From an optimization exercise on the open Yosys and OpenROAD flow, aimed at small area, a short achievable clock period and few clock cycles; shortcuts taken in it are not production practice. The RTL of this run was laid out without a check of its function.

===== flow/flow/run.sh =====
#!/bin/bash
set -o pipefail
cp standard.sh standard.sh.txt 2>/dev/null
export BUFFER_PORTS_ARGS="-buffer_cell sky130_fd_sc_hd__buf_2"
bash standard.sh > standard.log 2>&1

===== flow/standard.sh =====
#!/bin/bash
# synth_recipe.tcl (not shown) runs the flow's synth.tcl, then flattens the netlist and writes it again
# the make line also repeats each setting of config.mk as NAME=value (left out here)
make -C /OpenROAD-flow-scripts/flow DESIGN_CONFIG=/design/flow/config.mk WORK_HOME=/design/flow/orfs CLKGATE_MAP_FILE= SYNTH_SCRIPT=/design/flow/synth_recipe.tcl "${@:-finish}"

===== flow/config.mk =====
export PLATFORM = sky130hd
export DESIGN_NAME = fft_core
export DESIGN_NICKNAME = fft_core
export VERILOG_FILES = /design/flow/design.v
export SDC_FILE = /design/flow/constraint.sdc
export NUM_CORES = 4
export LEC_CHECK = 0
export CAP_MARGIN = 20
export CORE_MARGIN = 2
export CORE_UTILIZATION = 40
export PLACE_DENSITY = 0.6
export SLEW_MARGIN = 20

===== flow/constraint.sdc =====
create_clock -name core_clock -period 7.0 [get_ports {clk}]
set_input_delay 1.4000 -clock core_clock [delete_from_list [all_inputs] [get_ports {clk}]]
set_output_delay 1.4000 -clock core_clock [all_outputs]
set_load 0.01 [all_outputs]

===== flow/design.v =====
module fft_core #(
    parameter DATA_WIDTH = 16,
    parameter N = 16
)(
    input  wire clk,
    input  wire reset,
    input  wire start_fft,
    input  wire [N*DATA_WIDTH-1:0] real_in,    
    input  wire [N*DATA_WIDTH-1:0] imag_in,    
    output wire [N*DATA_WIDTH-1:0] real_out,   
    output wire [N*DATA_WIDTH-1:0] imag_out,   
    output reg  fft_done                       
);
    localparam W = DATA_WIDTH;
    wire [N*W-1:0] s1_r, s1_i;    
    wire [4*7*W-1:0] t2;          
    reg  [4*7*W-1:0] st_t;        
    generate if (1) begin : s1g0
        wire [W-1:0] p, q, r, s, t, u, v;
        addsub_sk u1 (.a(real_in[0*W +: W]), .b(real_in[2*W +: W]), .s(p), .d(q));
        addsub_sk u2 (.a(imag_in[0*W +: W]), .b(imag_in[2*W +: W]), .s(r), .d(s));
        addsub_sk u3 (.a(real_in[1*W +: W]), .b(real_in[3*W +: W]), .s(t), .d(u));
        addsub_sk u4 (.a(imag_in[1*W +: W]), .b(imag_in[3*W +: W]), .s(v), .d());
        addsub_sk u5 (.a(p), .b(t), .s(s1_r[0*W +: W]), .d(s1_r[2*W +: W]));
        addsub_sk u6 (.a(r), .b(v), .s(s1_i[0*W +: W]), .d(s1_i[2*W +: W]));
        addsub_sk u7 (.a(s), .b(u), .s(s1_i[1*W +: W]), .d(s1_i[3*W +: W]));
        addsub_sk u8 (.a(p), .b(v), .s(), .d(s1_r[1*W +: W]));
        addsub_sk u9 (.a(q), .b(v), .s(s1_r[3*W +: W]), .d());
    end endgenerate
    generate if (1) begin : s1g1
        wire [W-1:0] p, q, r, s, t, u, v;
        addsub_sk u10 (.a(real_in[4*W +: W]), .b(real_in[6*W +: W]), .s(p), .d(q));
        addsub_sk u11 (.a(imag_in[4*W +: W]), .b(imag_in[6*W +: W]), .s(r), .d(s));
        addsub_sk u12 (.a(real_in[5*W +: W]), .b(real_in[7*W +: W]), .s(t), .d(u));
        addsub_sk u13 (.a(imag_in[5*W +: W]), .b(imag_in[7*W +: W]), .s(v), .d());
        addsub_sk u14 (.a(p), .b(t), .s(s1_r[4*W +: W]), .d(s1_r[6*W +: W]));
        addsub_sk u15 (.a(r), .b(v), .s(s1_i[4*W +: W]), .d(s1_i[6*W +: W]));
        addsub_sk u16 (.a(s), .b(u), .s(s1_i[5*W +: W]), .d(s1_i[7*W +: W]));
        addsub_sk u17 (.a(p), .b(v), .s(), .d(s1_r[5*W +: W]));
        addsub_sk u18 (.a(q), .b(v), .s(s1_r[7*W +: W]), .d());
    end endgenerate
    generate if (1) begin : s1g2
        wire [W-1:0] p, q, r, s, t, u, v;
        addsub_sk u19 (.a(real_in[8*W +: W]), .b(real_in[10*W +: W]), .s(p), .d(q));
        addsub_sk u20 (.a(imag_in[8*W +: W]), .b(imag_in[10*W +: W]), .s(r), .d(s));
        addsub_sk u21 (.a(real_in[9*W +: W]), .b(real_in[11*W +: W]), .s(t), .d(u));
        addsub_sk u22 (.a(imag_in[9*W +: W]), .b(imag_in[11*W +: W]), .s(v), .d());
        addsub_sk u23 (.a(p), .b(t), .s(s1_r[8*W +: W]), .d(s1_r[10*W +: W]));
        addsub_sk u24 (.a(r), .b(v), .s(s1_i[8*W +: W]), .d(s1_i[10*W +: W]));
        addsub_sk u25 (.a(s), .b(u), .s(s1_i[9*W +: W]), .d(s1_i[11*W +: W]));
        addsub_sk u26 (.a(p), .b(v), .s(), .d(s1_r[9*W +: W]));
        addsub_sk u27 (.a(q), .b(v), .s(s1_r[11*W +: W]), .d());
    end endgenerate
    generate if (1) begin : s1g3
        wire [W-1:0] p, q, r, s, t, u, v;
        addsub_sk u28 (.a(real_in[12*W +: W]), .b(real_in[14*W +: W]), .s(p), .d(q));
        addsub_sk u29 (.a(imag_in[12*W +: W]), .b(imag_in[14*W +: W]), .s(r), .d(s));
        addsub_sk u30 (.a(real_in[13*W +: W]), .b(real_in[15*W +: W]), .s(t), .d(u));
        addsub_sk u31 (.a(imag_in[13*W +: W]), .b(imag_in[15*W +: W]), .s(v), .d());
        addsub_sk u32 (.a(p), .b(t), .s(s1_r[12*W +: W]), .d(s1_r[14*W +: W]));
        addsub_sk u33 (.a(r), .b(v), .s(s1_i[12*W +: W]), .d(s1_i[14*W +: W]));
        addsub_sk u34 (.a(s), .b(u), .s(s1_i[13*W +: W]), .d(s1_i[15*W +: W]));
        addsub_sk u35 (.a(p), .b(v), .s(), .d(s1_r[13*W +: W]));
        addsub_sk u36 (.a(q), .b(v), .s(s1_r[15*W +: W]), .d());
    end endgenerate
    generate if (1) begin : s2g0
        addsub_sk u37 (.a(s1_r[0*W +: W]), .b(s1_r[8*W +: W]), .s(t2[0*W +: W]), .d(t2[1*W +: W]));
        addsub_sk u38 (.a(s1_i[0*W +: W]), .b(s1_i[8*W +: W]), .s(t2[2*W +: W]), .d(t2[3*W +: W]));
        addsub_sk u39 (.a(s1_r[4*W +: W]), .b(s1_r[12*W +: W]), .s(t2[4*W +: W]), .d(t2[5*W +: W]));
        addsub_sk u40 (.a(s1_i[4*W +: W]), .b(s1_i[12*W +: W]), .s(t2[6*W +: W]), .d());
        addsub_sk u41 (.a(st_t[0*W +: W]), .b(st_t[4*W +: W]), .s(real_out[0*W +: W]), .d(real_out[8*W +: W]));
        addsub_sk u42 (.a(st_t[2*W +: W]), .b(st_t[6*W +: W]), .s(imag_out[0*W +: W]), .d(imag_out[8*W +: W]));
        addsub_sk u43 (.a(st_t[3*W +: W]), .b(st_t[5*W +: W]), .s(imag_out[4*W +: W]), .d(imag_out[12*W +: W]));
        addsub_sk u44 (.a(st_t[0*W +: W]), .b(st_t[6*W +: W]), .s(), .d(real_out[4*W +: W]));
        addsub_sk u45 (.a(st_t[1*W +: W]), .b(st_t[6*W +: W]), .s(real_out[12*W +: W]), .d());
    end endgenerate
    generate if (1) begin : s2g1
        addsub_sk u46 (.a(s1_r[1*W +: W]), .b(s1_r[9*W +: W]), .s(t2[7*W +: W]), .d(t2[8*W +: W]));
        addsub_sk u47 (.a(s1_i[1*W +: W]), .b(s1_i[9*W +: W]), .s(t2[9*W +: W]), .d(t2[10*W +: W]));
        addsub_sk u48 (.a(s1_r[5*W +: W]), .b(s1_r[13*W +: W]), .s(t2[11*W +: W]), .d(t2[12*W +: W]));
        addsub_sk u49 (.a(s1_i[5*W +: W]), .b(s1_i[13*W +: W]), .s(t2[13*W +: W]), .d());
        addsub_sk u50 (.a(st_t[7*W +: W]), .b(st_t[11*W +: W]), .s(real_out[1*W +: W]), .d(real_out[9*W +: W]));
        addsub_sk u51 (.a(st_t[9*W +: W]), .b(st_t[13*W +: W]), .s(imag_out[1*W +: W]), .d(imag_out[9*W +: W]));
        addsub_sk u52 (.a(st_t[10*W +: W]), .b(st_t[12*W +: W]), .s(imag_out[5*W +: W]), .d(imag_out[13*W +: W]));
        addsub_sk u53 (.a(st_t[7*W +: W]), .b(st_t[13*W +: W]), .s(), .d(real_out[5*W +: W]));
        addsub_sk u54 (.a(st_t[8*W +: W]), .b(st_t[13*W +: W]), .s(real_out[13*W +: W]), .d());
    end endgenerate
    generate if (1) begin : s2g2
        addsub_sk u55 (.a(s1_r[2*W +: W]), .b(s1_r[10*W +: W]), .s(t2[14*W +: W]), .d(t2[15*W +: W]));
        addsub_sk u56 (.a(s1_i[2*W +: W]), .b(s1_i[10*W +: W]), .s(t2[16*W +: W]), .d(t2[17*W +: W]));
        addsub_sk u57 (.a(s1_r[6*W +: W]), .b(s1_r[14*W +: W]), .s(t2[18*W +: W]), .d(t2[19*W +: W]));
        addsub_sk u58 (.a(s1_i[6*W +: W]), .b(s1_i[14*W +: W]), .s(t2[20*W +: W]), .d());
        addsub_sk u59 (.a(st_t[14*W +: W]), .b(st_t[18*W +: W]), .s(real_out[2*W +: W]), .d(real_out[10*W +: W]));
        addsub_sk u60 (.a(st_t[16*W +: W]), .b(st_t[20*W +: W]), .s(imag_out[2*W +: W]), .d(imag_out[10*W +: W]));
        addsub_sk u61 (.a(st_t[17*W +: W]), .b(st_t[19*W +: W]), .s(imag_out[6*W +: W]), .d(imag_out[14*W +: W]));
        addsub_sk u62 (.a(st_t[14*W +: W]), .b(st_t[20*W +: W]), .s(), .d(real_out[6*W +: W]));
        addsub_sk u63 (.a(st_t[15*W +: W]), .b(st_t[20*W +: W]), .s(real_out[14*W +: W]), .d());
    end endgenerate
    generate if (1) begin : s2g3
        addsub_sk u64 (.a(s1_r[3*W +: W]), .b(s1_r[11*W +: W]), .s(t2[21*W +: W]), .d(t2[22*W +: W]));
        addsub_sk u65 (.a(s1_i[3*W +: W]), .b(s1_i[11*W +: W]), .s(t2[23*W +: W]), .d(t2[24*W +: W]));
        addsub_sk u66 (.a(s1_r[7*W +: W]), .b(s1_r[15*W +: W]), .s(t2[25*W +: W]), .d(t2[26*W +: W]));
        addsub_sk u67 (.a(s1_i[7*W +: W]), .b(s1_i[15*W +: W]), .s(t2[27*W +: W]), .d());
        addsub_sk u68 (.a(st_t[21*W +: W]), .b(st_t[25*W +: W]), .s(real_out[3*W +: W]), .d(real_out[11*W +: W]));
        addsub_sk u69 (.a(st_t[23*W +: W]), .b(st_t[27*W +: W]), .s(imag_out[3*W +: W]), .d(imag_out[11*W +: W]));
        addsub_sk u70 (.a(st_t[24*W +: W]), .b(st_t[26*W +: W]), .s(imag_out[7*W +: W]), .d(imag_out[15*W +: W]));
        addsub_sk u71 (.a(st_t[21*W +: W]), .b(st_t[27*W +: W]), .s(), .d(real_out[7*W +: W]));
        addsub_sk u72 (.a(st_t[22*W +: W]), .b(st_t[27*W +: W]), .s(real_out[15*W +: W]), .d());
    end endgenerate
    always @(posedge clk) begin
        st_t <= t2;
    end
    always @(posedge clk or posedge reset) begin
        if (reset) fft_done <= 1'b0;
        else       fft_done <= start_fft;
    end
endmodule
module addsub_sk (
    input  wire [15:0] a,
    input  wire [15:0] b,
    output wire [15:0] s,
    output wire [15:0] d
);
    wire [15:0] x = a ^ b;
    wire [15:0] y = a & b;
    wire [15:0] z = a & x;      
    wire [15:0] xn = ~x;        
    wire sg0_1 = y[0] | (x[0] & 1'b0);
    wire sg0_3 = y[2] | (x[2] & y[1]);
    wire sp0_3 = x[2] & x[1];
    wire sg0_5 = y[4] | (x[4] & y[3]);
    wire sp0_5 = x[4] & x[3];
    wire sg0_7 = y[6] | (x[6] & y[5]);
    wire sp0_7 = x[6] & x[5];
    wire sg0_9 = y[8] | (x[8] & y[7]);
    wire sp0_9 = x[8] & x[7];
    wire sg0_11 = y[10] | (x[10] & y[9]);
    wire sp0_11 = x[10] & x[9];
    wire sg0_13 = y[12] | (x[12] & y[11]);
    wire sp0_13 = x[12] & x[11];
    wire sg0_15 = y[14] | (x[14] & y[13]);
    wire sp0_15 = x[14] & x[13];
    wire sg1_2 = y[1] | (x[1] & sg0_1);
    wire sg1_3 = sg0_3 | (sp0_3 & sg0_1);
    wire sg1_6 = y[5] | (x[5] & sg0_5);
    wire sp1_6 = x[5] & sp0_5;
    wire sg1_7 = sg0_7 | (sp0_7 & sg0_5);
    wire sp1_7 = sp0_7 & sp0_5;
    wire sg1_10 = y[9] | (x[9] & sg0_9);
    wire sp1_10 = x[9] & sp0_9;
    wire sg1_11 = sg0_11 | (sp0_11 & sg0_9);
    wire sp1_11 = sp0_11 & sp0_9;
    wire sg1_14 = y[13] | (x[13] & sg0_13);
    wire sp1_14 = x[13] & sp0_13;
    wire sg1_15 = sg0_15 | (sp0_15 & sg0_13);
    wire sp1_15 = sp0_15 & sp0_13;
    wire sg2_4 = y[3] | (x[3] & sg1_3);
    wire sg2_5 = sg0_5 | (sp0_5 & sg1_3);
    wire sg2_6 = sg1_6 | (sp1_6 & sg1_3);
    wire sg2_7 = sg1_7 | (sp1_7 & sg1_3);
    wire sg2_12 = y[11] | (x[11] & sg1_11);
    wire sp2_12 = x[11] & sp1_11;
    wire sg2_13 = sg0_13 | (sp0_13 & sg1_11);
    wire sp2_13 = sp0_13 & sp1_11;
    wire sg2_14 = sg1_14 | (sp1_14 & sg1_11);
    wire sp2_14 = sp1_14 & sp1_11;
    wire sg2_15 = sg1_15 | (sp1_15 & sg1_11);
    wire sp2_15 = sp1_15 & sp1_11;
    wire sg3_8 = y[7] | (x[7] & sg2_7);
    wire sg3_9 = sg0_9 | (sp0_9 & sg2_7);
    wire sg3_10 = sg1_10 | (sp1_10 & sg2_7);
    wire sg3_11 = sg1_11 | (sp1_11 & sg2_7);
    wire sg3_12 = sg2_12 | (sp2_12 & sg2_7);
    wire sg3_13 = sg2_13 | (sp2_13 & sg2_7);
    wire sg3_14 = sg2_14 | (sp2_14 & sg2_7);
    wire sg3_15 = sg2_15 | (sp2_15 & sg2_7);
    wire dg0_1 = z[0] | (xn[0] & 1'b1);
    wire dg0_3 = z[2] | (xn[2] & z[1]);
    wire dp0_3 = xn[2] & xn[1];
    wire dg0_5 = z[4] | (xn[4] & z[3]);
    wire dp0_5 = xn[4] & xn[3];
    wire dg0_7 = z[6] | (xn[6] & z[5]);
    wire dp0_7 = xn[6] & xn[5];
    wire dg0_9 = z[8] | (xn[8] & z[7]);
    wire dp0_9 = xn[8] & xn[7];
    wire dg0_11 = z[10] | (xn[10] & z[9]);
    wire dp0_11 = xn[10] & xn[9];
    wire dg0_13 = z[12] | (xn[12] & z[11]);
    wire dp0_13 = xn[12] & xn[11];
    wire dg0_15 = z[14] | (xn[14] & z[13]);
    wire dp0_15 = xn[14] & xn[13];
    wire dg1_2 = z[1] | (xn[1] & dg0_1);
    wire dg1_3 = dg0_3 | (dp0_3 & dg0_1);
    wire dg1_6 = z[5] | (xn[5] & dg0_5);
    wire dp1_6 = xn[5] & dp0_5;
    wire dg1_7 = dg0_7 | (dp0_7 & dg0_5);
    wire dp1_7 = dp0_7 & dp0_5;
    wire dg1_10 = z[9] | (xn[9] & dg0_9);
    wire dp1_10 = xn[9] & dp0_9;
    wire dg1_11 = dg0_11 | (dp0_11 & dg0_9);
    wire dp1_11 = dp0_11 & dp0_9;
    wire dg1_14 = z[13] | (xn[13] & dg0_13);
    wire dp1_14 = xn[13] & dp0_13;
    wire dg1_15 = dg0_15 | (dp0_15 & dg0_13);
    wire dp1_15 = dp0_15 & dp0_13;
    wire dg2_4 = z[3] | (xn[3] & dg1_3);
    wire dg2_5 = dg0_5 | (dp0_5 & dg1_3);
    wire dg2_6 = dg1_6 | (dp1_6 & dg1_3);
    wire dg2_7 = dg1_7 | (dp1_7 & dg1_3);
    wire dg2_12 = z[11] | (xn[11] & dg1_11);
    wire dp2_12 = xn[11] & dp1_11;
    wire dg2_13 = dg0_13 | (dp0_13 & dg1_11);
    wire dp2_13 = dp0_13 & dp1_11;
    wire dg2_14 = dg1_14 | (dp1_14 & dg1_11);
    wire dp2_14 = dp1_14 & dp1_11;
    wire dg2_15 = dg1_15 | (dp1_15 & dg1_11);
    wire dp2_15 = dp1_15 & dp1_11;
    wire dg3_8 = z[7] | (xn[7] & dg2_7);
    wire dg3_9 = dg0_9 | (dp0_9 & dg2_7);
    wire dg3_10 = dg1_10 | (dp1_10 & dg2_7);
    wire dg3_11 = dg1_11 | (dp1_11 & dg2_7);
    wire dg3_12 = dg2_12 | (dp2_12 & dg2_7);
    wire dg3_13 = dg2_13 | (dp2_13 & dg2_7);
    wire dg3_14 = dg2_14 | (dp2_14 & dg2_7);
    wire dg3_15 = dg2_15 | (dp2_15 & dg2_7);
    assign s[0] = x[0] ^ 1'b0;
    assign d[0] = xn[0] ^ 1'b1;
    assign s[1] = x[1] ^ sg0_1;
    assign d[1] = xn[1] ^ dg0_1;
    assign s[2] = x[2] ^ sg1_2;
    assign d[2] = xn[2] ^ dg1_2;
    assign s[3] = x[3] ^ sg1_3;
    assign d[3] = xn[3] ^ dg1_3;
    assign s[4] = x[4] ^ sg2_4;
    assign d[4] = xn[4] ^ dg2_4;
    assign s[5] = x[5] ^ sg2_5;
    assign d[5] = xn[5] ^ dg2_5;
    assign s[6] = x[6] ^ sg2_6;
    assign d[6] = xn[6] ^ dg2_6;
    assign s[7] = x[7] ^ sg2_7;
    assign d[7] = xn[7] ^ dg2_7;
    assign s[8] = x[8] ^ sg3_8;
    assign d[8] = xn[8] ^ dg3_8;
    assign s[9] = x[9] ^ sg3_9;
    assign d[9] = xn[9] ^ dg3_9;
    assign s[10] = x[10] ^ sg3_10;
    assign d[10] = xn[10] ^ dg3_10;
    assign s[11] = x[11] ^ sg3_11;
    assign d[11] = xn[11] ^ dg3_11;
    assign s[12] = x[12] ^ sg3_12;
    assign d[12] = xn[12] ^ dg3_12;
    assign s[13] = x[13] ^ sg3_13;
    assign d[13] = xn[13] ^ dg3_13;
    assign s[14] = x[14] ^ sg3_14;
    assign d[14] = xn[14] ^ dg3_14;
    assign s[15] = x[15] ^ sg3_15;
    assign d[15] = xn[15] ^ dg3_15;
endmodule

==> out/metrics.csv <==
metric,value,unit
fmax,146,MHz
Total GRT Usage,0.329,
Synth Warn #,1,
Root Driver,clkbuf_16,
final hold violation count,0,
Max-Slew Margin vs Limit,0.234,
hold_buf cts,0,
asr flop ratio synth,0.00233,
Num CTS Buffers,56,
Worst path slowest cell,o311ai_0,
endpoints failing setup,0,
Slew @ Worst Pin,1.13,ns
gp weighted congestion,1.02,
DRT iter0 DRCs,4499,
final worst-path cycle share,0.977,
worst min path class,input pin to asynchronous set/reset pin,
core box area,181000,sq um
run status,no timing/DRC/antenna violations,
htree depth,2,
Max Root-Sink Buffers,3,
Die Span X,430,um
#FFs+latches synth,429,
std cell rows,156,
Crit path depth,14,
CTS tree,done,
synthesized area per cell,8.27,sq um
ANT nets after route,0,
Nets,12600,
"Seq/Total Area, Yosys",0.118,
endpoint type of the worst setup path,output port,
Mapped Area,72700,sq um
"Largest stage delay, worst path",0.69,ns
vias in the first global route,68100,
Main synth FF type,dfxtp_1,
critical path's top delay family,compound AO/OA/AOI/OAI gates,
die area,185000,sq um
share of cells above drive strength 1,0.205,
RSZ-0062 raised after global routing,no,
most frequent cells in the layout,"1,366 x ha_1, 1,083 x inv_1, 1,027 x buf_2",
Crit path arrival time,5.44,ns
CP Max Fanout,5,
Post-DP HPWL,285000,um
Critical Path Start,st_t[113],
"most common cell after layout, fill and taps aside",ha_1,
Via-to-Cell Ratio,5.38,
initial antenna violation count,44,
Post-route DRC,0,
Critical path buffers and inverters,1,
Worst setup SP type,flip-flop,
Slew Limit Fails,0,
CP most frequent cell,nand2_1,
grt ovf,0,
Tmin final,6.84,ns
Final Core Density,0.489,
CP Class,flip-flop to output port,
Post-CTS Setup Bufs,0,
routed len/inst,24.4,um
setup TNS,0,ns
P&R area growth vs syn,21.7,%
DP Worst Slack,-0.285,ns
Worst EP required,5.60,ns
Vias,69700,
clock-pin slew on the worst setup and hold paths,0.06,ns
Worst Slack Setup Final,0.163,ns
max_cap viols,0,
number of cells produced by synthesis,8793,
CP Cell Sequence,"ha_1, nor2b_1, o311a_1, o311ai_0, a221oi_1, o31a_1, nand2_1, nand2_1, a31oi_1, o21ai_0, a211oi_1, a21oi_1, xnor2_1, buf_2",
Filler cells,17600,
CP Capture Point,real_out[159],
largest net degree at the start of global routing,16,
Die Y-Extent,430,um
global-route wire length before repair,445000,um
Initial Util,0.402,
Post-synth EDFFs,0,
overall routed net length,317000,um
CTS Sinks,429,
Netlist cell types,119,
Pre-antenna DRT Iters,7,
Syn Nets,10900,
# port buffers,1027,
I/O pin count,1028,
synthesized netlist by cell type, drive strengths merged (33+ instances only):
library cell,number,share of area
ha,1366,0.24
inv,1085,0.056
xnor2,1032,0.13
a21oi,548,0.038
xor2,528,0.064
nor2,527,0.027
dfxtp,428,0.12
nand2,359,0.019
o21ai,292,0.020
nand2b,202,0.017
fa,196,0.054
a21o,186,0.019
clkbuf,180,0.0093
nor3,177,0.012
nor2b,135,0.012
o21bai,128,0.013
mux2i,122,0.017
o31ai,106,0.011
o21a,75,0.0077
nand3,72,0.0050
buf,64,0.0051
a211oi,60,0.0068
and2,59,0.0051
or2,57,0.0049
a31oi,53,0.0047
a221oi,49,0.0066
a22oi,49,0.0051
and3,44,0.0038
a2111oi,43,0.0059
a21boi,40,0.0042
o311ai,38,0.0050
o31a,38,0.0046
o311a,35,0.0048
or3,35,0.0031
a211o,33,0.0040
area by class of cell:
type,instances,area (sq um),area share
antenna,35,87.6,0.000990
clock buffer,76,1610,0.0182
clock inverter,25,338,0.00382
inverter,1086,4080,0.0461
multi-input combinational,7034,59000,0.667
sequential,429,8590,0.0972
tap,2370,2970,0.0335
timing repair buffer,1907,11800,0.133
cell families after synthesis:
kind of cell	synth area share
AND/OR/NAND/NOR	0.117
buffers and inverters	0.0705
multiplexers	0.0207
XOR/XNOR	0.193
adder cells (fa/ha/maj)	0.291
flip-flops	0.118
AO/OA/AOI/OAI	0.189
timing repair:
item / in CTS / in global routing
hold endpoints to repair: 0 / 0
gates resized for setup: 0 / 1
endpoints found under the setup margin: 0 / 1
worst min path at each step:
| stage | startpoint | endpoint | slack, ns | depth (start not counted) |
|---|---|---|---|---|
| detailed placement | reset | fft_done | 1.23 | 2 |
| global placement | reset | fft_done | 1.23 | 2 |
| floorplan | reset | fft_done | 1.13 | 1 |
| global route | reset | fft_done | 0.53 | 2 |
| CTS | reset | fft_done | 0.51 | 2 |
| finish | reset | fft_done | 0.55 | 2 |
registers in the layout, indices dropped and copies added, names as in the netlist:
name      cells
fft_done      1
st_t        428
stage by stage:
step | hold WS [ns] | instances | cell area (sq um)
final | 0.552 | 13000 | 88400
after global routing | 0.526 | 12900 | 88400
after CTS | 0.514 | 12900 | 88300
after detailed placement | 1.23 | 12800 | 86400
after global placement | 1.23 | 12800 | 86400
after floorplan | 1.13 | 8793 | 72700
per-layer routing:
| metal | track usage | routed length, um |
|---|---|---|
| met3 | 0.0303 | 17200 |
| met4 | 0.195 | 22100 |
| met2 | 0.542 | 143000 |
| met5 | 0 | 55 |
| met1 | 0.419 | 135000 |

-- static timing again, ports no longer ideal --
The flow's constraints put no driver on any port. The routed layout listed below was extracted and timed again, unchanged, in two steps. Step 1: set_driving_cell puts a clkbuf_16 on clk and a buf_2 on each other input, an assumption about the parent block. Step 2 moves the port delays by t, midway between the first and last clock arrival at a register: inputs arrive t later, outputs are due t later. That takes back most of the time a late clock gives input paths. a / b / c = no drivers / after step 1 / after step 2; a / b = the first two.
t, ns: 0.754
setup slack, ns: 0.163 / 0.074 / -0.415
worst register clock-pin slew, ns: 0.07 / 0.07
Met with ideal ports but missed after step 2: setup timing in this run. The setup slack of this run moves by -0.089 ns with the drivers and by -0.578 ns with both steps.
